This is an optimization exercise on Yosys and OpenROAD, whose aim is small area, a short achievable clock period and few clock cycles, not a production implementation.
RTL that was checked went through simulation tests only; none was proved equivalent to the original.
No activity file was given, so power comes from the tool's default toggle rates.

==> flow/design.v (excerpt) <==
module lcd_ctrl(clk, reset, datain, cmd, cmd_valid, dataout, output_valid, busy);
For scale: roughly 830 cells after synthesis, roughly 320 flip-flops, ~24 I/O pins, roughly 10000 sq um of cells after synthesis.
==> module lcd_ctrl, before the edit <==
module lcd_ctrl(clk, reset, datain, cmd, cmd_valid, dataout, output_valid, busy);
input           clk;
input           reset;
input   [7:0]   datain;
input   [2:0]   cmd;
input           cmd_valid;
output reg [7:0]   dataout;
output reg         output_valid;
output reg         busy;
localparam REFLASH     = 3'd0;
localparam LOAD_DATA   = 3'd1;
localparam SHIFT_RIGHT = 3'd2;
localparam SHIFT_LEFT  = 3'd3;
localparam SHIFT_UP    = 3'd4;
localparam SHIFT_DOWN  = 3'd5;
reg [7:0] ring [0:35];
reg       loading;       
reg       mv_r;          
reg [2:0] cmd_r;         
reg [3:0] wq;            
reg [1:0] wm;            
reg [1:0] row, col;      
reg       active;        
reg [1:0] jr, jc;        
reg [3:0] rq;            
reg       pend;          
reg       lpend;         
wire [7:0] tap [0:11];
genvar t;
generate
    for (t = 0; t < 12; t = t + 1) begin : taps
        assign tap[t] = ring[3 * t];
    end
endgenerate
wire accept  = cmd_valid & ~busy;
wire is_load = accept & (cmd == LOAD_DATA);
function [3:0] qdec(input [3:0] q);
    qdec = (q == 4'd0) ? 4'd11 : q - 4'd1;
endfunction
function [3:0] qinc(input [3:0] q);
    qinc = (q == 4'd11) ? 4'd0 : q + 4'd1;
endfunction
wire [3:0] q_m2 = qdec(qdec(wq));
wire [3:0] q_p2 = qinc(qinc(wq));
reg  [3:0] nq;
reg  [1:0] nm;
always @(*) begin
    nq = (wm == 2'd0) ? qdec(wq) : wq;
    nm = (wm == 2'd0) ? 2'd2 : wm - 2'd1;
    if (mv_r) begin
        case (cmd_r)
            SHIFT_RIGHT: if (col != 2'd3) begin
                nq = wq;
                nm = wm;
            end
            SHIFT_LEFT : if (col != 2'd0) begin
                nq = (wm == 2'd2) ? wq : qdec(wq);
                nm = (wm == 2'd2) ? 2'd0 : wm + 2'd1;
            end
            SHIFT_UP   : if (row != 2'd0)
                nq = (wm == 2'd0) ? qdec(q_m2) : q_m2;
            SHIFT_DOWN : if (row != 2'd3)
                nq = (wm == 2'd0) ? qdec(q_p2) : q_p2;
            default    : ;
        endcase
    end
end
wire [3:0] wq_n = is_load ? 4'd4 : nq;    
wire [1:0] wm_n = is_load ? 2'd2 : nm;
wire last    = active & (jr == 2'd2) & (jc == 2'd2);
wire free    = ~active | last;
wire aligned = (nm == 2'd0);
wire ld_rdy  = lpend & (wq == 4'd9) & (wm == 2'd1);
wire ld_end  = (wq == 4'd5) & (wm == 2'd0);
wire start   = free & (ld_rdy | ((pend | mv_r) & aligned));
reg       active_n;
reg [1:0] jr_n, jc_n;
reg [3:0] rq_n;
always @(*) begin
    active_n = active;
    jr_n = jr;
    jc_n = jc;
    rq_n = rq;
    if (active) begin
        if (jc == 2'd2) begin
            jc_n = 2'd0;
            jr_n = jr + 2'd1;
            rq_n = qinc(rq);
        end else
            jc_n = jc + 2'd1;
        if (last)
            active_n = 1'b0;
    end
    if (start) begin
        active_n = 1'b1;
        jr_n = 2'd0;
        jc_n = 2'd0;
        rq_n = nq;
    end
end
function safe_f(input [1:0] r, input [1:0] c, input [3:0] q);
    reg [3:0] qq;
    reg [3:0] k;
    integer d;
    begin
        safe_f = 1'b1;
        qq = q;
        for (d = 0; d < 3; d = d + 1) begin
            if (r + d <= 2) begin
                k = 3 * d + 2 - c;
                if (k >= 1 && 3 * qq + k > 36) safe_f = 1'b0;
            end
            qq = qinc(qq);
        end
    end
endfunction
wire pend_n    = (pend | mv_r) & ~start;
wire lpend_n   = is_load | (lpend & ~ld_rdy);
wire loading_n = is_load | (loading & ~ld_end);
wire safe_start = ~((nq == 4'd8) | (nq == 4'd9) | (nq == 4'd10));
wire [1:0] jr_c = (jc == 2'd2) ? jr + 2'd1 : jr;
wire [1:0] jc_c = (jc == 2'd2) ? 2'd0 : jc + 2'd1;
wire [3:0] rq_c = (jc == 2'd2) ? qinc(rq) : rq;
wire safe_go = safe_f(jr_c, jc_c, rq_c);
wire busy_n    = accept | loading_n | pend_n | lpend_n |
                 (start ? ~safe_start : (active & ~last & ~safe_go));
always @(posedge clk or posedge reset) begin
    if (reset) begin
        active       <= 1'b0;
        pend         <= 1'b0;
        lpend        <= 1'b0;
        loading      <= 1'b0;
        mv_r         <= 1'b0;
        busy         <= 1'b0;
        output_valid <= 1'b0;
    end else begin
        active       <= active_n;
        pend         <= pend_n;
        lpend        <= lpend_n;
        loading      <= loading_n;
        mv_r         <= accept & (cmd != LOAD_DATA);
        busy         <= busy_n;
        output_valid <= active;
    end
end
always @(posedge clk) begin
    cmd_r <= cmd;
    jr    <= jr_n;
    jc    <= jc_n;
    rq    <= rq_n;
    wq    <= wq_n;
    wm    <= wm_n;
    dataout <= tap[rq];
    if (is_load) begin
        row <= 2'd2;
        col <= 2'd2;
    end else if (mv_r) begin
        case (cmd_r)
            SHIFT_RIGHT: if (col != 2'd3) col <= col + 2'd1;
            SHIFT_LEFT : if (col != 2'd0) col <= col - 2'd1;
            SHIFT_UP   : if (row != 2'd0) row <= row - 2'd1;
            SHIFT_DOWN : if (row != 2'd3) row <= row + 2'd1;
            default    : ;
        endcase
    end
end
integer i;
always @(posedge clk) begin
    for (i = 0; i < 35; i = i + 1)
        ring[i] <= ring[i + 1];
    ring[35] <= loading ? datain : ring[0];
end
endmodule
make LEC_CHECK=0 CAP_MARGIN=20 CORE_MARGIN=2 CORE_UTILIZATION=40 SLEW_MARGIN=20 finish   # period 4.5 ns
run.sh (not shown) runs the stock make flow with config.mk's settings and CLKGATE_MAP_FILE= SYNTH_SCRIPT=/design/flow/synth_recipe.tcl, a recipe that flattens the netlist after the stock synthesis.
Testbench counts at the start, summed over its fixed seeds: cycles 148,278.
==> next run, changes <==
--- a/flow/design.v
+++ b/flow/design.v
@@ -97,24 +97,13 @@
         jc_n = 2'd0;
         rq_n = nq;
     end
 end
 function safe_f(input [1:0] r, input [1:0] c, input [3:0] q);
-    reg [3:0] qq;
-    reg [3:0] k;
-    integer d;
-    begin
-        safe_f = 1'b1;
-        qq = q;
-        for (d = 0; d < 3; d = d + 1) begin
-            if (r + d <= 2) begin
-                k = 3 * d + 2 - c;
-                if (k >= 1 && 3 * qq + k > 36) safe_f = 1'b0;
-            end
-            qq = qinc(qq);
-        end
-    end
+    safe_f = ~(((r != 2'd2) & (c != 2'd2) & (q == 4'd10)) |
+               ((r == 2'd0) & (c != 2'd2) & (q == 4'd8)) |
+               ((r == 2'd0) & (q == 4'd9)));
 endfunction
 wire pend_n    = (pend | mv_r) & ~start;
 wire lpend_n   = is_load | (lpend & ~ld_rdy);
 wire loading_n = is_load | (loading & ~ld_end);
 wire safe_start = ~((nq == 4'd8) | (nq == 4'd9) | (nq == 4'd10));
Effect:
- wire length shrinks by 9.5%
- worst hold slack gains 0.018 ns
- design area shrinks by 12%
- synthesized cell count shrinks by 15%
- total power shrinks by 23%
- global-route usage hardly moves
- area after synthesis shrinks by 10%
- worst setup slack gains 1.3 ns
- first-iteration DRC count grows by 31%
Testbench counts after the change, summed over its fixed seeds: cycles 148,278.

========
## old
Another version of the RTL of lcd_ctrl (not shown whole).
Size: roughly 600 cells after synthesis, roughly 330 flip-flops, roughly 24 I/O pins.
==> module lcd_ctrl, before the edit <==
module lcd_ctrl(clk, reset, datain, cmd, cmd_valid, dataout, output_valid, busy);
input           clk;
input           reset;
input   [7:0]   datain;
input   [2:0]   cmd;
input           cmd_valid;
output reg [7:0]   dataout;
output reg         output_valid;
output reg         busy;
localparam REFLASH     = 3'd0;
localparam LOAD_DATA   = 3'd1;
localparam SHIFT_RIGHT = 3'd2;
localparam SHIFT_LEFT  = 3'd3;
localparam SHIFT_UP    = 3'd4;
localparam SHIFT_DOWN  = 3'd5;
reg [7:0] ring [0:35];
reg       loading;       
reg       mv_r;          
reg       mr, ml, mu, md;  
reg [1:0] wa;            
reg [1:0] wb1, wb0;      
reg [1:0] row, col;      
reg       active;        
reg [1:0] jr, jc;        
reg [1:0] ra, rb;        
reg       pend;          
reg       lpend;         
reg       rdy;           
wire accept  = cmd_valid & rdy;
wire is_load = accept & (cmd == LOAD_DATA);
function [1:0] inc3(input [1:0] x);
    inc3 = (x == 2'd2) ? 2'd0 : x + 2'd1;
endfunction
function [1:0] dec3(input [1:0] x);
    dec3 = (x == 2'd0) ? 2'd2 : x - 2'd1;
endfunction
wire acc_mv = accept & (cmd != LOAD_DATA);
wire mr_n = acc_mv & (cmd == SHIFT_RIGHT) & (col != 2'd3);
wire ml_n = acc_mv & (cmd == SHIFT_LEFT)  & (col != 2'd0);
wire mu_n = acc_mv & (cmd == SHIFT_UP)    & (row != 2'd0);
wire md_n = acc_mv & (cmd == SHIFT_DOWN)  & (row != 2'd3);
wire mv_n = mu | md;      
wire m0   = ~(mr | ml | mu | md);
wire       b0z = (wb0 == 2'd0);
wire [1:0] wb1_dec = dec3(wb1);
wire [1:0] wb1_inc = inc3(wb1);
wire [1:0] na  = ({2{m0}} & (wa - 2'd1)) | ({2{mr}} & wa) |
                 ({2{ml}} & (wa - 2'd2)) | ({2{mv_n}} & (wa + 2'd1));
wire [1:0] nb0 = ({2{mr}} & wb0) | ({2{ml}} & inc3(wb0)) |
                 ({2{~(mr | ml)}} & dec3(wb0));
wire [1:0] nb1 = ({2{m0}} & (b0z ? wb1_dec : wb1)) |
                 ({2{mr}} & wb1) |
                 ({2{ml}} & ((wb0 == 2'd2) ? wb1 : wb1_dec)) |
                 ({2{mu}} & (b0z ? wb1 : wb1_inc)) |
                 ({2{md}} & (b0z ? wb1_inc : wb1_dec));
wire [1:0] wa_n  = is_load ? 2'd2 : na;
wire [1:0] wb1_n = is_load ? 2'd1 : nb1;
wire [1:0] wb0_n = is_load ? 2'd2 : nb0;
wire last    = active & (jr == 2'd2) & (jc == 2'd2);
wire free    = ~active | last;
wire aligned = mr ? (wb0 == 2'd0) : ml ? (wb0 == 2'd2) : (wb0 == 2'd1);
wire ld_rdy  = lpend & (wa == 2'd0) & (wb1 == 2'd0) & (wb0 == 2'd1);
wire ld_end  = (wa == 2'd3) & (wb1 == 2'd2) & (wb0 == 2'd0);
wire start   = free & (ld_rdy | ((pend | mv_r) & aligned));
wire       nxt_row = (jc == 2'd2);
wire [1:0] jr_c = nxt_row ? jr + 2'd1 : jr;
wire [1:0] jc_c = nxt_row ? 2'd0 : jc + 2'd1;
wire [1:0] ra_c = nxt_row ? ra - 2'd1 : ra;       
wire [1:0] rb_c = nxt_row ? inc3(rb) : rb;        
wire t8_c  = (ra_c == 2'd0) & (rb_c == 2'd2);
wire t9_c  = (ra_c == 2'd3) & (rb_c == 2'd0);
wire t10_c = (ra_c == 2'd2) & (rb_c == 2'd1);
wire unsafe_go = ((jr_c != 2'd2) & (jc_c != 2'd2) & t10_c) |
                 ((jr_c == 2'd0) & (jc_c != 2'd2) & t8_c) |
                 ((jr_c == 2'd0) & t9_c);
wire unsafe_start = ((na == 2'd0) & (nb1 == 2'd2)) |
                    ((na == 2'd3) & (nb1 == 2'd0)) |
                    ((na == 2'd2) & (nb1 == 2'd1));
wire pend_n    = (pend | mv_r) & ~start;
wire lpend_n   = is_load | (lpend & ~ld_rdy);
wire loading_n = is_load | (loading & ~ld_end);
wire busy_n    = accept | loading_n | pend_n | lpend_n |
                 (start ? unsafe_start : (active & ~last & unsafe_go));
always @(posedge clk or posedge reset) begin
    if (reset) begin
        active       <= 1'b0;
        pend         <= 1'b0;
        lpend        <= 1'b0;
        loading      <= 1'b0;
        mv_r         <= 1'b0;
        busy         <= 1'b0;
        rdy          <= 1'b1;
        output_valid <= 1'b0;
    end else begin
        active       <= start | (active & ~last);
        pend         <= pend_n;
        lpend        <= lpend_n;
        loading      <= loading_n;
        mv_r         <= acc_mv;
        busy         <= busy_n;
        rdy          <= ~busy_n;
        output_valid <= active;
    end
end
reg [7:0] rdata;
integer t;
always @(*) begin
    rdata = 8'd0;
    for (t = 0; t < 12; t = t + 1)
        if (ra == ((3 * t) % 4) && rb == (t % 3))
            rdata = rdata | ring[3 * t];
end
always @(posedge clk) begin
    mr    <= mr_n;
    ml    <= ml_n;
    mu    <= mu_n;
    md    <= md_n;
    wa    <= wa_n;
    wb1   <= wb1_n;
    wb0   <= wb0_n;
    dataout <= rdata;
    if (start) begin
        jr <= 2'd0;
        jc <= 2'd0;
        ra <= na;
        rb <= nb1;
    end else begin
        jr <= jr_c;
        jc <= jc_c;
        ra <= ra_c;
        rb <= rb_c;
    end
    if (is_load) begin
        row <= 2'd2;
        col <= 2'd2;
    end else begin
        if (mr) col <= col + 2'd1;
        if (ml) col <= col - 2'd1;
        if (mu) row <= row - 2'd1;
        if (md) row <= row + 2'd1;
    end
end
integer i;
always @(posedge clk) begin
    for (i = 0; i < 35; i = i + 1)
        ring[i] <= ring[i + 1];
    ring[35] <= loading ? datain : ring[0];
end
endmodule
clock: 4.5 ns
lec_check: 0
abc_clock_period_in_ps: 2000
cap_margin: 20
core_margin: 2
core_utilization: 60
cts_cluster_diameter: 100
cts_cluster_size: 30
setup_slack_margin: 2.5
slew_margin: 20
standard.sh (not shown) runs the stock make flow with config.mk's settings and CLKGATE_MAP_FILE= SYNTH_SCRIPT=/design/flow/synth_recipe.tcl, a recipe that flattens the netlist after the stock synthesis.
==> flow/flow/run.sh <==
#!/bin/bash
# The standard layout (the standard.sh: standard synthesis, floorplan,
# placement, CTS, routing), with two settings changed:
#  - port buffers are buf_2 cells instead of the default delay-buffer choice;
#  - CTS clusters sinks 30 at a time within 100 um and adds no dummy loads.
# All of standard.sh's output goes to standard.log in this folder.
set -euo pipefail
export BUFFER_PORTS_ARGS="-buffer_cell sky130_fd_sc_hd__buf_2"
export CTS_ARGS="-sink_clustering_enable -repair_clock_nets -sink_clustering_size 30 -sink_clustering_max_diameter 100 -dont_use_dummy_load"
bash standard.sh > standard.log 2>&1
--- input diff old..new ---
-- flow/design.v --
<<< old, line 26
reg       pend;          
reg       lpend;         
reg       rdy;           
wire accept  = cmd_valid & rdy;
wire is_load = accept & (cmd == LOAD_DATA);
function [1:0] inc3(input [1:0] x);
>>> new, line 26
reg       pend;          
reg       lpend;         
wire accept  = cmd_valid & ~busy;
wire is_load = accept & (cmd == LOAD_DATA);
function [1:0] inc3(input [1:0] x);
<<< old, line 90
        mv_r         <= 1'b0;
        busy         <= 1'b0;
        rdy          <= 1'b1;
        output_valid <= 1'b0;
    end else begin
>>> new, line 89
        mv_r         <= 1'b0;
        busy         <= 1'b0;
        output_valid <= 1'b0;
    end else begin
<<< old, line 99
        mv_r         <= acc_mv;
        busy         <= busy_n;
        rdy          <= ~busy_n;
        output_valid <= active;
    end
>>> new, line 97
        mv_r         <= acc_mv;
        busy         <= busy_n;
        output_valid <= active;
    end
Notes after the runs:
Taking old as the reference, in new sum of internal, switching and leakage power shows an increase of 24%; worst hold slack after final layout shows a reduction of 3.6 ps; fraction of synthesized cell area in xor and xnor cells shows no meaningful change; async set-or-reset flop fraction in the synthesized netlist shows a reduction of 0.30 points; number of clock sinks shows a reduction of about 0.3%.
Compared with old, in new number of synthesized register bits now sits lower; area used by multi-input combinational logic dropped about 3%; global router's overall resource usage decreased 0.15 points; I/O pin total comparable.
new against old; number of distinct standard cells referenced by the synthesized netlist is up by more than 10%.
The maximum cell stage delay along the critical path of new is lower than that of old.
Gate count after technology mapping went down slightly going from old to new.
Summary of new over old: placed cell count lower, count of placed standard cells in the final layout, fillers left out went down by 1.1%.
Testbench counts of new, summed over its fixed seeds: cycles 148,278.
The RTL of old was laid out without a check of its function.

[separate check: timing with driven ports]
How much do the figures lean on ideal ports? The routed layouts below were timed once more, with nothing changed but the port constraints.
Step 1, drivers: a clkbuf_16 drives clk and a buf_2 each remaining input, both assumed.
Step 2 also shifts input and output timing later by t, the mid clock arrival at the registers, as if the neighbouring blocks saw the same clock.
a / b / c = ideal / step 1 / step 2; a / b = the first two.
run	shift t [ns]	setup WS [ns]	clock arrival spread, ns	pins driven straight from the clock port
the first run of note 1	0.589	0.211 / 0.211 / 0.211	0.021 / 0.021	1
the second run of note 1	0.576	1.543 / 1.543 / 1.543	0.014 / 0.014	1
old	0.512	2.439 / 2.439 / 2.430	0.016 / 0.016	1
new	0.497	2.578 / 2.540 / 2.613	0.019 / 0.019	1
After both steps setup and hold are still met in every run listed. For old, which loses most, drivers alone change the setup slack by 0.000 ns; drivers and shift together by -0.009 ns.
